What follows belongs to an exercise in optimizing a design on an open flow for small area; a production flow would make more cautious choices. Power and IR drop assume default switching activity.

==> module ALU, before the edit <==
module ALU (
input             clk               ,   
input             rst_n             ,   
input             dcd_req           ,   
input      [3:0]  dcd_opcode        ,   
input      [11:0] dcd_mem_addr      ,   
input      [2:0]  dcd_src_reg_1_addr,   
input      [2:0]  dcd_src_reg_2_addr,   
input      [2:0]  dcd_dst_reg_addr  ,   
input      [15:0] dcd_const         ,   
output reg        dcd_ack           ,   
input      [31:0] data_mem_rd_data  ,   
output reg        data_mem_cen      ,   
output            data_mem_rw       ,   
output     [11:0] data_mem_addr     ,   
output     [31:0] data_mem_rw_data  ,   
input      [15:0] reg_0_rd_data     ,   
input             reg_0_ack         ,   
output reg        reg_0_req         ,   
output            reg_0_rw          ,   
output reg [2:0]  reg_0_addr        ,   
input      [15:0] reg_1_rd_data     ,   
input             reg_1_ack         ,   
output reg        reg_1_req         ,   
output reg        reg_1_rw          ,   
output     [2:0]  reg_1_addr        ,   
output reg [15:0] reg_1_wr_data     ,   
output reg        pc_jump_req       ,   
output     [11:0] pc_jump_addr          
);
wire [3:0] op = dcd_opcode;
wire op_alu = op[2];                               
reg  dcd_req_delay;                                
reg  cen_delay;                                    
wire alu_start = dcd_req & ~dcd_req_delay;         
assign data_mem_addr    = dcd_mem_addr;
assign pc_jump_addr     = dcd_mem_addr;
assign data_mem_rw      = ~op[1];
assign data_mem_rw_data = {16'h0000, reg_1_wr_data};    
assign reg_0_rw         = 1'b1;
assign reg_1_addr       = reg_1_rw ? dcd_src_reg_2_addr : dcd_dst_reg_addr;
wire eq = (dcd_const == reg_0_rd_data);
wire        sub = op[0] & ~op[1];
wire [15:0] a   = reg_0_rd_data;
wire [15:0] b   = reg_1_rd_data ^ {16{sub}};
wire [16:0] c;           
wire [15:0] s0;          
wire [15:0] s;
genvar i;
generate for (i = 0; i < 16; i = i + 1) begin : g_add
  wire ci = (i == 0) ? sub : (i == 7) ? 1'b0 : c[i];
  assign s0[i]  = a[i] ^ b[i] ^ ci;
  assign c[i+1] = (a[i] & b[i]) | (a[i] & ci) | (b[i] & ci);
end endgenerate
assign s[6:0] = s0[6:0];
wire k7 = c[7];
wire [9:0] t1;       
assign t1[0] = 1'b1;
assign t1[1] = t1[0] & s0[7];
assign t1[2] = t1[1] & s0[8];
assign t1[3] = t1[2] & s0[9];
assign t1[4] = t1[3] & s0[10];
assign t1[5] = t1[4] & s0[11];
assign t1[6] = t1[5] & s0[12];
assign t1[7] = t1[6] & s0[13];
assign t1[8] = t1[7] & s0[14];
assign t1[9] = t1[8] & s0[15];
assign s[15:7] = s0[15:7] ^ ({9{k7}} & t1[8:0]);
wire [15:0] logic_res = (a & reg_1_rd_data) | ({16{op[0]}} & (a | reg_1_rd_data));    
wire [15:0] alu_res   = op[1] ? logic_res : s;
always @(posedge clk or negedge rst_n)
if (~rst_n) begin
  dcd_req_delay <= 1'b0;
  cen_delay     <= 1'b0;
  data_mem_cen  <= 1'b0;
  reg_0_req     <= 1'b0;
  reg_1_req     <= 1'b0;
  pc_jump_req   <= 1'b0;
  dcd_ack       <= 1'b0;
end else begin
  dcd_req_delay <= dcd_req;
  cen_delay     <= data_mem_cen;
  data_mem_cen  <= (alu_start & ~op[3] & ~op[2] & ~(op[1] ^ op[0]))
                 | (reg_0_ack & ~op[2] & op[1] & ~op[0]);
  reg_0_req     <= ~reg_0_ack & (reg_0_req | (alu_start & (op[2] | (op[1] & ~op[0]) | (op[3] & op[0]))));
  reg_1_req     <= reg_1_ack ? reg_1_rw
                 : (reg_1_req | (alu_start & (op[2] | (~op[3] & ~op[1] & op[0]))) | (cen_delay & ~op[1]));
  pc_jump_req   <= (alu_start & op[3] & ~op[0]) | (reg_0_ack & op[3] & op[0] & eq);
  dcd_ack       <= (~reg_1_rw & reg_1_ack) | (op[1] & data_mem_cen)
                 | (alu_start & op[3] & ~op[0]) | (reg_0_ack & op[3] & op[0]);
end
always @(posedge clk) begin
  reg_0_addr <= dcd_src_reg_1_addr;
  reg_1_rw   <= alu_start ? op_alu : (reg_1_rw & ~reg_1_ack);
end
wire sel_alu  = reg_1_rw;
wire sel_hold = op[2] & ~reg_1_rw;
wire sel_c    = ~op[2] & op[0];
wire sel_m    = ~op[2] & ~op[1] & ~op[0];
wire sel_r    = ~op[2] & op[1] & ~op[0];
always @(posedge clk)
  reg_1_wr_data <= ({16{sel_alu}}  & alu_res)
                 | ({16{sel_hold}} & reg_1_wr_data)
                 | ({16{sel_c}}    & dcd_const)
                 | ({16{sel_m}}    & data_mem_rd_data[15:0])
                 | ({16{sel_r}}    & reg_0_rd_data);
endmodule  
==> flow/config.mk <==
export PLATFORM = sky130hd
export DESIGN_NAME = ALU
export DESIGN_NICKNAME = ALU
export VERILOG_FILES = /design/flow/design.v
export SDC_FILE = /design/flow/constraint.sdc
export NUM_CORES = 4
export LEC_CHECK = 0
export CAP_MARGIN = 20
export CORE_MARGIN = 2
export CORE_UTILIZATION = 40
export SLEW_MARGIN = 20
==> flow/constraint.sdc <==
create_clock -name core_clock -period 5.0 [get_ports {clk}]
set_input_delay 1.0000 -clock core_clock [delete_from_list [all_inputs] [get_ports {clk}]]
set_output_delay 1.0000 -clock core_clock [all_outputs]
set_load 0.01 [all_outputs]
standard.sh (not shown) runs the stock make flow with config.mk's settings and CLKGATE_MAP_FILE= SYNTH_SCRIPT=/design/flow/synth_recipe.tcl, a recipe that flattens the netlist after the stock synthesis.
==> flow/flow/run.sh <==
#!/bin/bash
# Standard ORFS layout with two changes: the smallest buffer (buf_1) for the
# port buffers, and an area-oriented ABC mapping script for synthesis.
set -euo pipefail
cp -r "$FLOW_HOME/scripts" ./orfs_scripts
cp flow/abc.script ./orfs_scripts/abc_speed.script
export SCRIPTS_DIR="$PWD/orfs_scripts"
export BUFFER_PORTS_ARGS="-buffer_cell sky130_fd_sc_hd__buf_1"
export REMOVE_ABC_BUFFERS=1
export GPL_TIMING_DRIVEN=0
export CTS_ARGS="-sink_clustering_enable -repair_clock_nets -dont_use_dummy_load"
bash standard.sh > standard_flow.log 2>&1
==> flow/flow/abc.script <==
&get -n
&st
&dch
&nf
&st
&syn2
&if -g -K 6
&synch2
&nf
&st
&dch -f
&nf -R 1000
&st
&dch -f
&nf -R 1000
&put
Next try:
--- a/flow/design.v
+++ b/flow/design.v
@@ -29,8 +29,9 @@
 output     [11:0] pc_jump_addr          
 );
 wire [3:0] op = dcd_opcode;
 wire op_alu = op[2];                               
+reg  sub_q;                                        
 reg  dcd_req_delay;                                
 reg  cen_delay;                                    
 wire alu_start = dcd_req & ~dcd_req_delay;         
 assign data_mem_addr    = dcd_mem_addr;
@@ -39,34 +40,33 @@
 assign data_mem_rw_data = {16'h0000, reg_1_wr_data};    
 assign reg_0_rw         = 1'b1;
 assign reg_1_addr       = reg_1_rw ? dcd_src_reg_2_addr : dcd_dst_reg_addr;
 wire eq = (dcd_const == reg_0_rd_data);
-wire        sub = op[0] & ~op[1];
+wire        sub = sub_q;                          
 wire [15:0] a   = reg_0_rd_data;
 wire [15:0] b   = reg_1_rd_data ^ {16{sub}};
 wire [16:0] c;           
 wire [15:0] s0;          
 wire [15:0] s;
 genvar i;
 generate for (i = 0; i < 16; i = i + 1) begin : g_add
-  wire ci = (i == 0) ? sub : (i == 7) ? 1'b0 : c[i];
+  wire ci = (i == 0) ? sub : (i == 8) ? 1'b0 : c[i];
   assign s0[i]  = a[i] ^ b[i] ^ ci;
   assign c[i+1] = (a[i] & b[i]) | (a[i] & ci) | (b[i] & ci);
 end endgenerate
-assign s[6:0] = s0[6:0];
-wire k7 = c[7];
-wire [9:0] t1;       
+assign s[7:0] = s0[7:0];
+wire k8 = c[8];
+wire [8:0] t1;       
 assign t1[0] = 1'b1;
-assign t1[1] = t1[0] & s0[7];
-assign t1[2] = t1[1] & s0[8];
-assign t1[3] = t1[2] & s0[9];
-assign t1[4] = t1[3] & s0[10];
-assign t1[5] = t1[4] & s0[11];
-assign t1[6] = t1[5] & s0[12];
-assign t1[7] = t1[6] & s0[13];
-assign t1[8] = t1[7] & s0[14];
-assign t1[9] = t1[8] & s0[15];
-assign s[15:7] = s0[15:7] ^ ({9{k7}} & t1[8:0]);
+assign t1[1] = t1[0] & s0[8];
+assign t1[2] = t1[1] & s0[9];
+assign t1[3] = t1[2] & s0[10];
+assign t1[4] = t1[3] & s0[11];
+assign t1[5] = t1[4] & s0[12];
+assign t1[6] = t1[5] & s0[13];
+assign t1[7] = t1[6] & s0[14];
+assign t1[8] = t1[7] & s0[15];
+assign s[15:8] = s0[15:8] ^ ({8{k8}} & t1[7:0]);
 wire [15:0] logic_res = (a & reg_1_rd_data) | ({16{op[0]}} & (a | reg_1_rd_data));    
 wire [15:0] alu_res   = op[1] ? logic_res : s;
 always @(posedge clk or negedge rst_n)
 if (~rst_n) begin
@@ -74,8 +74,9 @@
   cen_delay     <= 1'b0;
   data_mem_cen  <= 1'b0;
   reg_0_req     <= 1'b0;
   reg_1_req     <= 1'b0;
+  reg_1_rw      <= 1'b0;
   pc_jump_req   <= 1'b0;
   dcd_ack       <= 1'b0;
 end else begin
   dcd_req_delay <= dcd_req;
@@ -84,15 +85,16 @@
                  | (reg_0_ack & ~op[2] & op[1] & ~op[0]);
   reg_0_req     <= ~reg_0_ack & (reg_0_req | (alu_start & (op[2] | (op[1] & ~op[0]) | (op[3] & op[0]))));
   reg_1_req     <= reg_1_ack ? reg_1_rw
                  : (reg_1_req | (alu_start & (op[2] | (~op[3] & ~op[1] & op[0]))) | (cen_delay & ~op[1]));
+  reg_1_rw      <= alu_start ? op_alu : (reg_1_rw & ~reg_1_ack);
   pc_jump_req   <= (alu_start & op[3] & ~op[0]) | (reg_0_ack & op[3] & op[0] & eq);
   dcd_ack       <= (~reg_1_rw & reg_1_ack) | (op[1] & data_mem_cen)
                  | (alu_start & op[3] & ~op[0]) | (reg_0_ack & op[3] & op[0]);
 end
 always @(posedge clk) begin
   reg_0_addr <= dcd_src_reg_1_addr;
-  reg_1_rw   <= alu_start ? op_alu : (reg_1_rw & ~reg_1_ack);
+  sub_q      <= op[2] & ~op[1] & op[0];
 end
 wire sel_alu  = reg_1_rw;
 wire sel_hold = op[2] & ~reg_1_rw;
 wire sel_c    = ~op[2] & op[0];
The new run completed without violations.
Register-to-register slack degrades by 2.4 ns.
Non-clock buffer count goes down by 1.
Clock skew fell by 0.010 ns.
Power goes down by 2.1%.
Area after synthesis stays flat.
Setup slack is better by 0.093 ns.
Die area barely changes.
Final area drops by 1.7%.
Global-route usage is higher by 0.14 points.
Final cell count is lower by 2.8%.
Clock-buffer cell count is unchanged.
Hold slack barely changes.
Fmax went up by 2.0%.
No run of this note included a check of the RTL's function; only the layout flow was run.

==> separate check: timing with driven ports <==
The results above use ideal ports. As a check the final layouts listed here were re-extracted and re-timed, cells and wires unchanged.
Step 1 (the two cells are an assumption about what drives the block):
set clk [get_ports {clk}]
set_driving_cell -lib_cell sky130_fd_sc_hd__clkbuf_16 $clk
set_driving_cell -lib_cell sky130_fd_sc_hd__buf_2 [delete_from_list [all_inputs] $clk]
Step 2 also shifts input and output timing later by t, the mid clock arrival at the registers, as if the neighbouring blocks saw the same clock.
a / b / c = no drivers / after step 1 / after step 2; a / b = the first two.
run | t (ns) | setup WS [ns] | clock arrival spread, ns
the first run | 0.311 | 0.204 / 0.205 / -0.107 | 0.014 / 0.015
the second run | 0.308 | 0.297 / 0.304 / -0.005 | 0.005 / 0.005
With both steps, setup timing fails in the first run and the second run, where it was met with ideal ports. For the first run, which loses most, drivers alone change the setup slack by +0.001 ns; drivers and shift together by -0.311 ns.
